This design comes from an exercise in tuning for small area and a short achievable clock period on the open sky130 flow, not from production work.
Only simulation tests tie the RTL to the original design; equivalence was not proved.
No activity file was given, so power comes from the tool's default toggle rates.

==> design.v <==
`timescale 1ns / 1ps
module Converter #(parameter INPUT_WIDTH = 16,
                   parameter OUTPUT_WIDTH = 64)(
    input[INPUT_WIDTH-1:0] data,
    input sop,
    input eop,
    input rst,
    input clk,
    output[OUTPUT_WIDTH-1:0] number,
    output valid,
    output error
    );
    localparam W = 64;
    reg sop_d;       
    reg eop_d;       
    reg vld;         
    reg [3:0] base;
    reg t1_1, t1_2, t1_3;        
    reg t2_0, t2_1, t2_n;        
    reg first;                   
    reg [3:0] dig;
    reg dig_ok;
    reg [W-1:0] acc;
    reg err;
    wire hi_ok = (data[INPUT_WIDTH-1:4] == 3);
    wire ch_ok = hi_ok && (data[3:0] < base);
    always @(posedge clk or posedge rst)
        if (rst) begin
            sop_d <= 1'b0;
            eop_d <= 1'b0;
            vld <= 1'b0;
        end else begin
            sop_d <= sop;
            eop_d <= eop;
            vld <= eop_d;
        end
    always @(posedge clk) begin
        if (sop)
            base <= data[3:0];
        t1_1 <= !sop_d && (base == 2 || base == 3);
        t1_2 <= !sop_d && (base == 4 || base == 5 || base == 6);
        t1_3 <= !sop_d && (base == 7 || base == 8 || base == 9 || base == 10);
        t2_0 <= !sop_d && (base == 3 || base == 5 || base == 9);
        t2_1 <= !sop_d && (base == 6 || base == 10);
        t2_n <= !sop_d && (base == 7);
        first <= sop_d;
        dig <= data[3:0];
        dig_ok <= ch_ok;
    end
    wire [W-1:0] sh1 = {acc[W-2:0], 1'b0};
    wire [W-1:0] sh2 = {acc[W-3:0], 2'b0};
    wire [W-1:0] sh3 = {acc[W-4:0], 3'b0};
    wire [W-1:0] T1 = ({W{t1_1}} & sh1) | ({W{t1_2}} & sh2) | ({W{t1_3}} & sh3);
    wire [W-1:0] T2 = ({W{t2_0}} & acc) | ({W{t2_1}} & sh1) | ({W{t2_n}} & ~acc);
    wire [4:0] lo = T1[3:0] + T2[3:0] + dig + t2_n;
    wire [W-5:0] hi;
    wire [59:0] u_g0, u_p0;
    assign u_g0 = T1[63:4] & T2[63:4];
    assign u_p0 = T1[63:4] ^ T2[63:4];
    wire u_g1_1 = u_g0[1] | (u_p0[1] & u_g0[0]);
    wire u_p1_1 = u_p0[1] & u_p0[0];
    wire u_g1_3 = u_g0[3] | (u_p0[3] & u_g0[2]);
    wire u_p1_3 = u_p0[3] & u_p0[2];
    wire u_g1_5 = u_g0[5] | (u_p0[5] & u_g0[4]);
    wire u_p1_5 = u_p0[5] & u_p0[4];
    wire u_g1_7 = u_g0[7] | (u_p0[7] & u_g0[6]);
    wire u_p1_7 = u_p0[7] & u_p0[6];
    wire u_g1_9 = u_g0[9] | (u_p0[9] & u_g0[8]);
    wire u_p1_9 = u_p0[9] & u_p0[8];
    wire u_g1_11 = u_g0[11] | (u_p0[11] & u_g0[10]);
    wire u_p1_11 = u_p0[11] & u_p0[10];
    wire u_g1_13 = u_g0[13] | (u_p0[13] & u_g0[12]);
    wire u_p1_13 = u_p0[13] & u_p0[12];
    wire u_g1_15 = u_g0[15] | (u_p0[15] & u_g0[14]);
    wire u_p1_15 = u_p0[15] & u_p0[14];
    wire u_g1_17 = u_g0[17] | (u_p0[17] & u_g0[16]);
    wire u_p1_17 = u_p0[17] & u_p0[16];
    wire u_g1_19 = u_g0[19] | (u_p0[19] & u_g0[18]);
    wire u_p1_19 = u_p0[19] & u_p0[18];
    wire u_g1_21 = u_g0[21] | (u_p0[21] & u_g0[20]);
    wire u_p1_21 = u_p0[21] & u_p0[20];
    wire u_g1_23 = u_g0[23] | (u_p0[23] & u_g0[22]);
    wire u_p1_23 = u_p0[23] & u_p0[22];
    wire u_g1_25 = u_g0[25] | (u_p0[25] & u_g0[24]);
    wire u_p1_25 = u_p0[25] & u_p0[24];
    wire u_g1_27 = u_g0[27] | (u_p0[27] & u_g0[26]);
    wire u_p1_27 = u_p0[27] & u_p0[26];
    wire u_g1_29 = u_g0[29] | (u_p0[29] & u_g0[28]);
    wire u_p1_29 = u_p0[29] & u_p0[28];
    wire u_g1_31 = u_g0[31] | (u_p0[31] & u_g0[30]);
    wire u_p1_31 = u_p0[31] & u_p0[30];
    wire u_g1_33 = u_g0[33] | (u_p0[33] & u_g0[32]);
    wire u_p1_33 = u_p0[33] & u_p0[32];
    wire u_g1_35 = u_g0[35] | (u_p0[35] & u_g0[34]);
    wire u_p1_35 = u_p0[35] & u_p0[34];
    wire u_g1_37 = u_g0[37] | (u_p0[37] & u_g0[36]);
    wire u_p1_37 = u_p0[37] & u_p0[36];
    wire u_g1_39 = u_g0[39] | (u_p0[39] & u_g0[38]);
    wire u_p1_39 = u_p0[39] & u_p0[38];
    wire u_g1_41 = u_g0[41] | (u_p0[41] & u_g0[40]);
    wire u_p1_41 = u_p0[41] & u_p0[40];
    wire u_g1_43 = u_g0[43] | (u_p0[43] & u_g0[42]);
    wire u_p1_43 = u_p0[43] & u_p0[42];
    wire u_g1_45 = u_g0[45] | (u_p0[45] & u_g0[44]);
    wire u_p1_45 = u_p0[45] & u_p0[44];
    wire u_g1_47 = u_g0[47] | (u_p0[47] & u_g0[46]);
    wire u_p1_47 = u_p0[47] & u_p0[46];
    wire u_g1_49 = u_g0[49] | (u_p0[49] & u_g0[48]);
    wire u_p1_49 = u_p0[49] & u_p0[48];
    wire u_g1_51 = u_g0[51] | (u_p0[51] & u_g0[50]);
    wire u_p1_51 = u_p0[51] & u_p0[50];
    wire u_g1_53 = u_g0[53] | (u_p0[53] & u_g0[52]);
    wire u_p1_53 = u_p0[53] & u_p0[52];
    wire u_g1_55 = u_g0[55] | (u_p0[55] & u_g0[54]);
    wire u_p1_55 = u_p0[55] & u_p0[54];
    wire u_g1_57 = u_g0[57] | (u_p0[57] & u_g0[56]);
    wire u_p1_57 = u_p0[57] & u_p0[56];
    wire u_g1_59 = u_g0[59] | (u_p0[59] & u_g0[58]);
    wire u_p1_59 = u_p0[59] & u_p0[58];
    wire u_g2_3 = u_g1_3 | (u_p1_3 & u_g1_1);
    wire u_p2_3 = u_p1_3 & u_p1_1;
    wire u_g2_7 = u_g1_7 | (u_p1_7 & u_g1_5);
    wire u_p2_7 = u_p1_7 & u_p1_5;
    wire u_g2_11 = u_g1_11 | (u_p1_11 & u_g1_9);
    wire u_p2_11 = u_p1_11 & u_p1_9;
    wire u_g2_15 = u_g1_15 | (u_p1_15 & u_g1_13);
    wire u_p2_15 = u_p1_15 & u_p1_13;
    wire u_g2_19 = u_g1_19 | (u_p1_19 & u_g1_17);
    wire u_p2_19 = u_p1_19 & u_p1_17;
    wire u_g2_23 = u_g1_23 | (u_p1_23 & u_g1_21);
    wire u_p2_23 = u_p1_23 & u_p1_21;
    wire u_g2_27 = u_g1_27 | (u_p1_27 & u_g1_25);
    wire u_p2_27 = u_p1_27 & u_p1_25;
    wire u_g2_31 = u_g1_31 | (u_p1_31 & u_g1_29);
    wire u_p2_31 = u_p1_31 & u_p1_29;
    wire u_g2_35 = u_g1_35 | (u_p1_35 & u_g1_33);
    wire u_p2_35 = u_p1_35 & u_p1_33;
    wire u_g2_39 = u_g1_39 | (u_p1_39 & u_g1_37);
    wire u_p2_39 = u_p1_39 & u_p1_37;
    wire u_g2_43 = u_g1_43 | (u_p1_43 & u_g1_41);
    wire u_p2_43 = u_p1_43 & u_p1_41;
    wire u_g2_47 = u_g1_47 | (u_p1_47 & u_g1_45);
    wire u_p2_47 = u_p1_47 & u_p1_45;
    wire u_g2_51 = u_g1_51 | (u_p1_51 & u_g1_49);
    wire u_p2_51 = u_p1_51 & u_p1_49;
    wire u_g2_55 = u_g1_55 | (u_p1_55 & u_g1_53);
    wire u_p2_55 = u_p1_55 & u_p1_53;
    wire u_g2_59 = u_g1_59 | (u_p1_59 & u_g1_57);
    wire u_p2_59 = u_p1_59 & u_p1_57;
    wire u_g3_7 = u_g2_7 | (u_p2_7 & u_g2_3);
    wire u_p3_7 = u_p2_7 & u_p2_3;
    wire u_g3_15 = u_g2_15 | (u_p2_15 & u_g2_11);
    wire u_p3_15 = u_p2_15 & u_p2_11;
    wire u_g3_23 = u_g2_23 | (u_p2_23 & u_g2_19);
    wire u_p3_23 = u_p2_23 & u_p2_19;
    wire u_g3_31 = u_g2_31 | (u_p2_31 & u_g2_27);
    wire u_p3_31 = u_p2_31 & u_p2_27;
    wire u_g3_39 = u_g2_39 | (u_p2_39 & u_g2_35);
    wire u_p3_39 = u_p2_39 & u_p2_35;
    wire u_g3_47 = u_g2_47 | (u_p2_47 & u_g2_43);
    wire u_p3_47 = u_p2_47 & u_p2_43;
    wire u_g3_55 = u_g2_55 | (u_p2_55 & u_g2_51);
    wire u_p3_55 = u_p2_55 & u_p2_51;
    wire u_g4_15 = u_g3_15 | (u_p3_15 & u_g3_7);
    wire u_p4_15 = u_p3_15 & u_p3_7;
    wire u_g4_31 = u_g3_31 | (u_p3_31 & u_g3_23);
    wire u_p4_31 = u_p3_31 & u_p3_23;
    wire u_g4_47 = u_g3_47 | (u_p3_47 & u_g3_39);
    wire u_p4_47 = u_p3_47 & u_p3_39;
    wire u_g5_31 = u_g4_31 | (u_p4_31 & u_g4_15);
    wire u_p5_31 = u_p4_31 & u_p4_15;
    wire u_g7_47 = u_g4_47 | (u_p4_47 & u_g5_31);
    wire u_p7_47 = u_p4_47 & u_p5_31;
    wire u_g8_23 = u_g3_23 | (u_p3_23 & u_g4_15);
    wire u_p8_23 = u_p3_23 & u_p4_15;
    wire u_g8_39 = u_g3_39 | (u_p3_39 & u_g5_31);
    wire u_p8_39 = u_p3_39 & u_p5_31;
    wire u_g8_55 = u_g3_55 | (u_p3_55 & u_g7_47);
    wire u_p8_55 = u_p3_55 & u_p7_47;
    wire u_g9_11 = u_g2_11 | (u_p2_11 & u_g3_7);
    wire u_p9_11 = u_p2_11 & u_p3_7;
    wire u_g9_19 = u_g2_19 | (u_p2_19 & u_g4_15);
    wire u_p9_19 = u_p2_19 & u_p4_15;
    wire u_g9_27 = u_g2_27 | (u_p2_27 & u_g8_23);
    wire u_p9_27 = u_p2_27 & u_p8_23;
    wire u_g9_35 = u_g2_35 | (u_p2_35 & u_g5_31);
    wire u_p9_35 = u_p2_35 & u_p5_31;
    wire u_g9_43 = u_g2_43 | (u_p2_43 & u_g8_39);
    wire u_p9_43 = u_p2_43 & u_p8_39;
    wire u_g9_51 = u_g2_51 | (u_p2_51 & u_g7_47);
    wire u_p9_51 = u_p2_51 & u_p7_47;
    wire u_g9_59 = u_g2_59 | (u_p2_59 & u_g8_55);
    wire u_p9_59 = u_p2_59 & u_p8_55;
    wire u_g10_5 = u_g1_5 | (u_p1_5 & u_g2_3);
    wire u_p10_5 = u_p1_5 & u_p2_3;
    wire u_g10_9 = u_g1_9 | (u_p1_9 & u_g3_7);
    wire u_p10_9 = u_p1_9 & u_p3_7;
    wire u_g10_13 = u_g1_13 | (u_p1_13 & u_g9_11);
    wire u_p10_13 = u_p1_13 & u_p9_11;
    wire u_g10_17 = u_g1_17 | (u_p1_17 & u_g4_15);
    wire u_p10_17 = u_p1_17 & u_p4_15;
    wire u_g10_21 = u_g1_21 | (u_p1_21 & u_g9_19);
    wire u_p10_21 = u_p1_21 & u_p9_19;
    wire u_g10_25 = u_g1_25 | (u_p1_25 & u_g8_23);
    wire u_p10_25 = u_p1_25 & u_p8_23;
    wire u_g10_29 = u_g1_29 | (u_p1_29 & u_g9_27);
    wire u_p10_29 = u_p1_29 & u_p9_27;
    wire u_g10_33 = u_g1_33 | (u_p1_33 & u_g5_31);
    wire u_p10_33 = u_p1_33 & u_p5_31;
    wire u_g10_37 = u_g1_37 | (u_p1_37 & u_g9_35);
    wire u_p10_37 = u_p1_37 & u_p9_35;
    wire u_g10_41 = u_g1_41 | (u_p1_41 & u_g8_39);
    wire u_p10_41 = u_p1_41 & u_p8_39;
    wire u_g10_45 = u_g1_45 | (u_p1_45 & u_g9_43);
    wire u_p10_45 = u_p1_45 & u_p9_43;
    wire u_g10_49 = u_g1_49 | (u_p1_49 & u_g7_47);
    wire u_p10_49 = u_p1_49 & u_p7_47;
    wire u_g10_53 = u_g1_53 | (u_p1_53 & u_g9_51);
    wire u_p10_53 = u_p1_53 & u_p9_51;
    wire u_g10_57 = u_g1_57 | (u_p1_57 & u_g8_55);
    wire u_p10_57 = u_p1_57 & u_p8_55;
    wire u_g11_2 = u_g0[2] | (u_p0[2] & u_g1_1);
    wire u_p11_2 = u_p0[2] & u_p1_1;
    wire u_g11_4 = u_g0[4] | (u_p0[4] & u_g2_3);
    wire u_p11_4 = u_p0[4] & u_p2_3;
    wire u_g11_6 = u_g0[6] | (u_p0[6] & u_g10_5);
    wire u_p11_6 = u_p0[6] & u_p10_5;
    wire u_g11_8 = u_g0[8] | (u_p0[8] & u_g3_7);
    wire u_p11_8 = u_p0[8] & u_p3_7;
    wire u_g11_10 = u_g0[10] | (u_p0[10] & u_g10_9);
    wire u_p11_10 = u_p0[10] & u_p10_9;
    wire u_g11_12 = u_g0[12] | (u_p0[12] & u_g9_11);
    wire u_p11_12 = u_p0[12] & u_p9_11;
    wire u_g11_14 = u_g0[14] | (u_p0[14] & u_g10_13);
    wire u_p11_14 = u_p0[14] & u_p10_13;
    wire u_g11_16 = u_g0[16] | (u_p0[16] & u_g4_15);
    wire u_p11_16 = u_p0[16] & u_p4_15;
    wire u_g11_18 = u_g0[18] | (u_p0[18] & u_g10_17);
    wire u_p11_18 = u_p0[18] & u_p10_17;
    wire u_g11_20 = u_g0[20] | (u_p0[20] & u_g9_19);
    wire u_p11_20 = u_p0[20] & u_p9_19;
    wire u_g11_22 = u_g0[22] | (u_p0[22] & u_g10_21);
    wire u_p11_22 = u_p0[22] & u_p10_21;
    wire u_g11_24 = u_g0[24] | (u_p0[24] & u_g8_23);
    wire u_p11_24 = u_p0[24] & u_p8_23;
    wire u_g11_26 = u_g0[26] | (u_p0[26] & u_g10_25);
    wire u_p11_26 = u_p0[26] & u_p10_25;
    wire u_g11_28 = u_g0[28] | (u_p0[28] & u_g9_27);
    wire u_p11_28 = u_p0[28] & u_p9_27;
    wire u_g11_30 = u_g0[30] | (u_p0[30] & u_g10_29);
    wire u_p11_30 = u_p0[30] & u_p10_29;
    wire u_g11_32 = u_g0[32] | (u_p0[32] & u_g5_31);
    wire u_p11_32 = u_p0[32] & u_p5_31;
    wire u_g11_34 = u_g0[34] | (u_p0[34] & u_g10_33);
    wire u_p11_34 = u_p0[34] & u_p10_33;
    wire u_g11_36 = u_g0[36] | (u_p0[36] & u_g9_35);
    wire u_p11_36 = u_p0[36] & u_p9_35;
    wire u_g11_38 = u_g0[38] | (u_p0[38] & u_g10_37);
    wire u_p11_38 = u_p0[38] & u_p10_37;
    wire u_g11_40 = u_g0[40] | (u_p0[40] & u_g8_39);
    wire u_p11_40 = u_p0[40] & u_p8_39;
    wire u_g11_42 = u_g0[42] | (u_p0[42] & u_g10_41);
    wire u_p11_42 = u_p0[42] & u_p10_41;
    wire u_g11_44 = u_g0[44] | (u_p0[44] & u_g9_43);
    wire u_p11_44 = u_p0[44] & u_p9_43;
    wire u_g11_46 = u_g0[46] | (u_p0[46] & u_g10_45);
    wire u_p11_46 = u_p0[46] & u_p10_45;
    wire u_g11_48 = u_g0[48] | (u_p0[48] & u_g7_47);
    wire u_p11_48 = u_p0[48] & u_p7_47;
    wire u_g11_50 = u_g0[50] | (u_p0[50] & u_g10_49);
    wire u_p11_50 = u_p0[50] & u_p10_49;
    wire u_g11_52 = u_g0[52] | (u_p0[52] & u_g9_51);
    wire u_p11_52 = u_p0[52] & u_p9_51;
    wire u_g11_54 = u_g0[54] | (u_p0[54] & u_g10_53);
    wire u_p11_54 = u_p0[54] & u_p10_53;
    wire u_g11_56 = u_g0[56] | (u_p0[56] & u_g8_55);
    wire u_p11_56 = u_p0[56] & u_p8_55;
    wire u_g11_58 = u_g0[58] | (u_p0[58] & u_g10_57);
    wire u_p11_58 = u_p0[58] & u_p10_57;
    wire [59:0] u_c = {(u_g11_58 | (u_p11_58 & lo[4])), (u_g10_57 | (u_p10_57 & lo[4])), (u_g11_56 | (u_p11_56 & lo[4])), (u_g8_55 | (u_p8_55 & lo[4])), (u_g11_54 | (u_p11_54 & lo[4])), (u_g10_53 | (u_p10_53 & lo[4])), (u_g11_52 | (u_p11_52 & lo[4])), (u_g9_51 | (u_p9_51 & lo[4])), (u_g11_50 | (u_p11_50 & lo[4])), (u_g10_49 | (u_p10_49 & lo[4])), (u_g11_48 | (u_p11_48 & lo[4])), (u_g7_47 | (u_p7_47 & lo[4])), (u_g11_46 | (u_p11_46 & lo[4])), (u_g10_45 | (u_p10_45 & lo[4])), (u_g11_44 | (u_p11_44 & lo[4])), (u_g9_43 | (u_p9_43 & lo[4])), (u_g11_42 | (u_p11_42 & lo[4])), (u_g10_41 | (u_p10_41 & lo[4])), (u_g11_40 | (u_p11_40 & lo[4])), (u_g8_39 | (u_p8_39 & lo[4])), (u_g11_38 | (u_p11_38 & lo[4])), (u_g10_37 | (u_p10_37 & lo[4])), (u_g11_36 | (u_p11_36 & lo[4])), (u_g9_35 | (u_p9_35 & lo[4])), (u_g11_34 | (u_p11_34 & lo[4])), (u_g10_33 | (u_p10_33 & lo[4])), (u_g11_32 | (u_p11_32 & lo[4])), (u_g5_31 | (u_p5_31 & lo[4])), (u_g11_30 | (u_p11_30 & lo[4])), (u_g10_29 | (u_p10_29 & lo[4])), (u_g11_28 | (u_p11_28 & lo[4])), (u_g9_27 | (u_p9_27 & lo[4])), (u_g11_26 | (u_p11_26 & lo[4])), (u_g10_25 | (u_p10_25 & lo[4])), (u_g11_24 | (u_p11_24 & lo[4])), (u_g8_23 | (u_p8_23 & lo[4])), (u_g11_22 | (u_p11_22 & lo[4])), (u_g10_21 | (u_p10_21 & lo[4])), (u_g11_20 | (u_p11_20 & lo[4])), (u_g9_19 | (u_p9_19 & lo[4])), (u_g11_18 | (u_p11_18 & lo[4])), (u_g10_17 | (u_p10_17 & lo[4])), (u_g11_16 | (u_p11_16 & lo[4])), (u_g4_15 | (u_p4_15 & lo[4])), (u_g11_14 | (u_p11_14 & lo[4])), (u_g10_13 | (u_p10_13 & lo[4])), (u_g11_12 | (u_p11_12 & lo[4])), (u_g9_11 | (u_p9_11 & lo[4])), (u_g11_10 | (u_p11_10 & lo[4])), (u_g10_9 | (u_p10_9 & lo[4])), (u_g11_8 | (u_p11_8 & lo[4])), (u_g3_7 | (u_p3_7 & lo[4])), (u_g11_6 | (u_p11_6 & lo[4])), (u_g10_5 | (u_p10_5 & lo[4])), (u_g11_4 | (u_p11_4 & lo[4])), (u_g2_3 | (u_p2_3 & lo[4])), (u_g11_2 | (u_p11_2 & lo[4])), (u_g1_1 | (u_p1_1 & lo[4])), (u_g0[0] | (u_p0[0] & lo[4])), lo[4]};
    assign hi = u_p0 ^ u_c;
    always @(posedge clk) begin
        acc <= {hi, lo[3:0]};
        err <= (!first && err) || !dig_ok;
    end
    assign number = acc;
    assign valid = vld;
    assign error = err;
endmodule
==> run.sh <==
#!/bin/bash
# synth_recipe.tcl (not shown) runs the flow's synth.tcl, then flattens the netlist and writes it again
# the make line also repeats each setting of config.mk as NAME=value (left out here)
make -C /OpenROAD-flow-scripts/flow DESIGN_CONFIG=/design/flow/config.mk WORK_HOME=/design/flow/orfs CLKGATE_MAP_FILE= SYNTH_SCRIPT=/design/flow/synth_recipe.tcl finish
==> config.mk <==
export PLATFORM = sky130hd
export DESIGN_NAME = Converter
export DESIGN_NICKNAME = Converter
export VERILOG_FILES = /design/flow/design.v
export SDC_FILE = /design/flow/constraint.sdc
export NUM_CORES = 8
export LEC_CHECK = 0
export CAP_MARGIN = 20
export CORE_MARGIN = 2
export CORE_UTILIZATION = 40
export SETUP_SLACK_MARGIN = 5
export SLEW_MARGIN = 20
==> constraint.sdc <==
create_clock -name core_clock -period 8.5 [get_ports {clk}]
set_input_delay 1.7000 -clock core_clock [delete_from_list [all_inputs] [get_ports {clk}]]
set_output_delay 1.7000 -clock core_clock [all_outputs]
set_load 0.01 [all_outputs]
==> summary.txt <==
Synth
  – Synthesized Nets: 942
  – Mux cell area share after synthesis: 0.742%
  – Post-Synth Simple-Gate Area: 17.0%
  – Synth Register Bits: 84
  – Number of flops mapped to enable cells by yosys: 4
  – Synth Area in Adders: 13.8%
  – Post-synthesis sequential area ratio: 25.7%
  – Syn. warnings: 1
  – Post-synthesis xor/xnor area fraction: 6.62%
  – Largest family of logic cells by synthesized area: compound AO/OA/AOI/OAI gates
  – Post-synthesis compound-gate area fraction: 28.5%
  – Post-synth top area share: 22.9%
  – Synth cell count leaders: nand2_1 (143), inv_1 (91), dfxtp_1 (77), ha_1 (65), a222oi_1 (61)
  – Area leader, netlist: dfxtp_1
  – Most frequent cell after synthesis: nand2_1
  – Post-Syn Area per Cell: 7.93 µm²
  – Cell Area, Synth: 6750 µm²
  – Ys async rst share: 3.57%
  – Most used DFF post-synth: dfxtp_1
  – Library cells used by synthesis: 68
  – Area contributors post-synth: dfxtp_1 (23%), ha_1 (12%), a222oi_1 (9.1%)
  – Syn Inst Count: 851

Worst setup path
  – Kind of critical path: flip-flop to flip-flop
  – Crit path depth: 14
  – Worst r2r dst: acc[62]$_DFF_P_
  – Critical Path Max Stage Delay: 520 ps
  – Max Fanout on Critical Path: 31
  – R2r worst-path depth: 14
  – Slowest-stage cell, CP: or4b_1
  – Worst setup endpoint: acc[62]$_DFF_P_
  – R2r setup slk: 5000 ps
  – CP top delay family: compound AO/OA/AOI/OAI gates
  – Crit-path cells: buf_12 > bufbuf_16 > a222oi_1 > inv_1 > ha_1 > a21o_1 > a31o_2 > nor3_1 > a21oi_1 > nand4_1 > and3_1 > a21oi_2 > or4b_1 > o311ai_1
  – Worst setup SP type: flip-flop
  – Arr. time, crit path: 3750 ps
  – Nature of the critical path endpoint: flip-flop
  – Count of buffer and inverter cells on the critical path: 3
  – Critical Path RT: 8760 ps
  – Critical path startpoint: t1_2$_DFF_P_
  – Reg2Reg Launch Point: t1_2$_DFF_P_

Timing
  – Slack of the critical path: 5000 ps
  – Relative max-transition margin: 55.4%
  – Final Hold Vio Count: 0
  – TNS Setup: 0 ps
  – Period utilization: 41.2%
  – Final-report setup violation count: 0
  – Fmax: 286 MHz
  – Worst-margin pin slew: 664 ps
  – RSZ-0062 raised after global routing: yes
  – Max-slew violation count: 0
  – Fin Clk Skew: 16.2 ps
  – Post-route minimum period: 3500 ps

Placed design
  – Port Buf Inserts: 85
  – GPL Wtd Cong: 0.834
  – Post-detail-place hpwl: 12,100 µm
  – Place WS: 4410 ps

Power
  – Leakage power total: 3.96 nW
  – Peak VDD IR: 0.0942 mV
  – Power per cell area: 144 nW/µm²

Floorplanning
  – Core area: 16,500 µm²
  – Starting density of the core: 40.8%
  – Die extent in x: 134 µm
  – Chip Height: 134 µm
  – Total die area: 17,900 µm²
  – I/O pins: 86
  – # rows: 47

Clock network
  – Htree depth: 3
  – Clock Tree Root: clkbuf_16
  – Clock Path Buffers: 2
  – CTS sink count: 84
  – # hold bufs at CTS: 0
  – Clock-pin slew on the worst setup and hold paths: 70 ps
  – CTS buffer count: 9
  – CTS tree: done
  – Worst skew pair latency: 360 ps

Global routing
  – Pin count of the biggest net entering global routing: 64
  – First-pass GRT wire length: 31,000 µm
  – Gr ovfl total: 0
  – Vias in the first global route: 6,000
  – Initial antenna violation count: 0
  – Total track usage: 21.5%

Routing
  – DR pass1 iterations: 9
  – Drt wl/cell: 16.7 µm
  – Via density: 5.77
  – Iter 0 DRT Violations: 806
  – DR vias: 6,685
  – Routed WL: 19,300 µm
  – DRC Markers: 0
  – Detail Route Antenna Nets: 0

Hold path
  – Worst Hold Class: flip-flop to flip-flop

Cells and area
  – FILL cells: 1,549
  – Ant. Diodes: 0
  – Footprint of the multi-input gates: 4660 µm²
  – Fin nets: 1,025
  – Share of layout cells above drive strength 1: 9.69%
  – Reg area: 1750 µm²
  – Area growth, synth to finish: 28.1%

Flow run
  – Max-Cap Viols: 0

Status
  – Status: complete, no violations
## through the flow
step | hold WS (ps) | cell area (µm²) | util, % | total power [mW] | instances
global placement | 336 | 7770 | 47.0 | 0.824 | 1119
floorplan | 331 | 6790 | - | 0.682 | 851
detailed placement | 347 | 7770 | 47.0 | 0.824 | 1119
global route | 381 | 8640 | 52.3 | 1.31 | 1159
finish | 362 | 8640 | 52.3 | 1.24 | 1159
CTS | 368 | 8450 | 51.1 | 1.25 | 1152
## metal layers
layer / share of wire [%] / up-vias / GRT usage, %
met3: 6.9 / 17 / 4.69
met1: 45 / 3091 / 28.7
met5: 0 / - / 0
met2: 47 / 245 / 35.6
met4: 1.3 / 0 / 5.38
li1: - / 3332 / -
## worst min-delay path by stage
| stage | from | to | slack [ps] | cells past startpoint |
|---|---|---|---|---|
| floorplan | eop_d$_DFF_PP0_ | vld$_DFF_PP0_ | 330 | 0 |
| global placement | eop_d$_DFF_PP0_ | vld$_DFF_PP0_ | 340 | 0 |
| detailed placement | eop_d$_DFF_PP0_ | vld$_DFF_PP0_ | 350 | 0 |
| CTS | eop_d$_DFF_PP0_ | vld$_DFF_PP0_ | 370 | 0 |
| global route | eop_d$_DFF_PP0_ | vld$_DFF_PP0_ | 380 | 0 |
| finish | eop_d$_DFF_PP0_ | vld$_DFF_PP0_ | 360 | 0 |
## report_power, final
part / leakage [nW] / internal, mW / switching [mW]
clock network: 0.142 / 0.212 / 0.184
registers: 0.707 / 0.441 / 0.0853
logic: 3.11 / 0.170 / 0.149
total: 3.96 / 0.823 / 0.418
## registers in the layout, indices dropped and copies added, names as in the netlist
| signal | count |
|---|---|
| acc | 64 |
| base | 4 |
| dig | 4 |
| dig_ok | 1 |
| eop_d | 1 |
| err | 1 |
| first | 1 |
| sop_d | 1 |
| t1_1 | 1 |
| t1_2 | 1 |
| t1_3 | 1 |
| t2_0 | 1 |
| t2_1 | 1 |
| t2_n | 1 |
| vld | 1 |
## cell families after synthesis
kind of cell,after synthesis
xor+xnor,51
flops,84
mux,5
fa+ha+maj,71
simple gates,257
buf+inv,134
compound gates,249
## cell type report
type                    instances  share of cell area, %
clock buffers                  10                   2.77
clock inverters                 6                  0.623
inverters                      92                   4.05
multi-input cells             633                   54.0
flip-flops and latches         84                   20.3
well taps                     220                   3.19
repair buffers                114                   15.1
## timing repair
| item | 4_1_cts | 5_1_grt |
|---|---|---|
| resized for setup | 22 | 31 |
| setup endpoints to repair | 52 | 31 |
| pin swaps | 8 | 18 |
| setup buffers | 12 | 7 |
| gates cloned | 5 | 0 |
## placed cells by master (no fill, tap or decap), types with 11 or more instances in the layout
cell and n:
a21o_1 11, a21oi_1 39, a21oi_2 11, a222oi_1 61
buf_4 13, clkdlybuf4s50_1 85, dfxtp_1 72, ha_1 63
inv_1 91, nand2_1 143, nor2_1 46, nor3_1 11
o211ai_1 59, o21ai_0 13, xnor2_1 29, xor2_1 22

what the ideal ports hide:
The flow's constraints put no driver on any port. The routed layout listed below was extracted and timed again, unchanged, in two steps. Step 1 assumes that a clkbuf_16 drives the clock port and a buf_2 every other input. Step 2 also shifts input and output timing later by t, the mid clock arrival at the registers, as if the neighbouring blocks saw the same clock. Slacks: ideal / step 1 / step 2; pairs: ideal / step 1.
t, ns: 0.395
setup slack, ns: 5.001 / 5.001 / 5.001
slew at the worst register clock pin (ns): 0.07 / 0.07
After both steps setup and hold are still met in this run. The setup slack of this run moves by 0.000 ns with the drivers and by 0.000 ns with both steps.
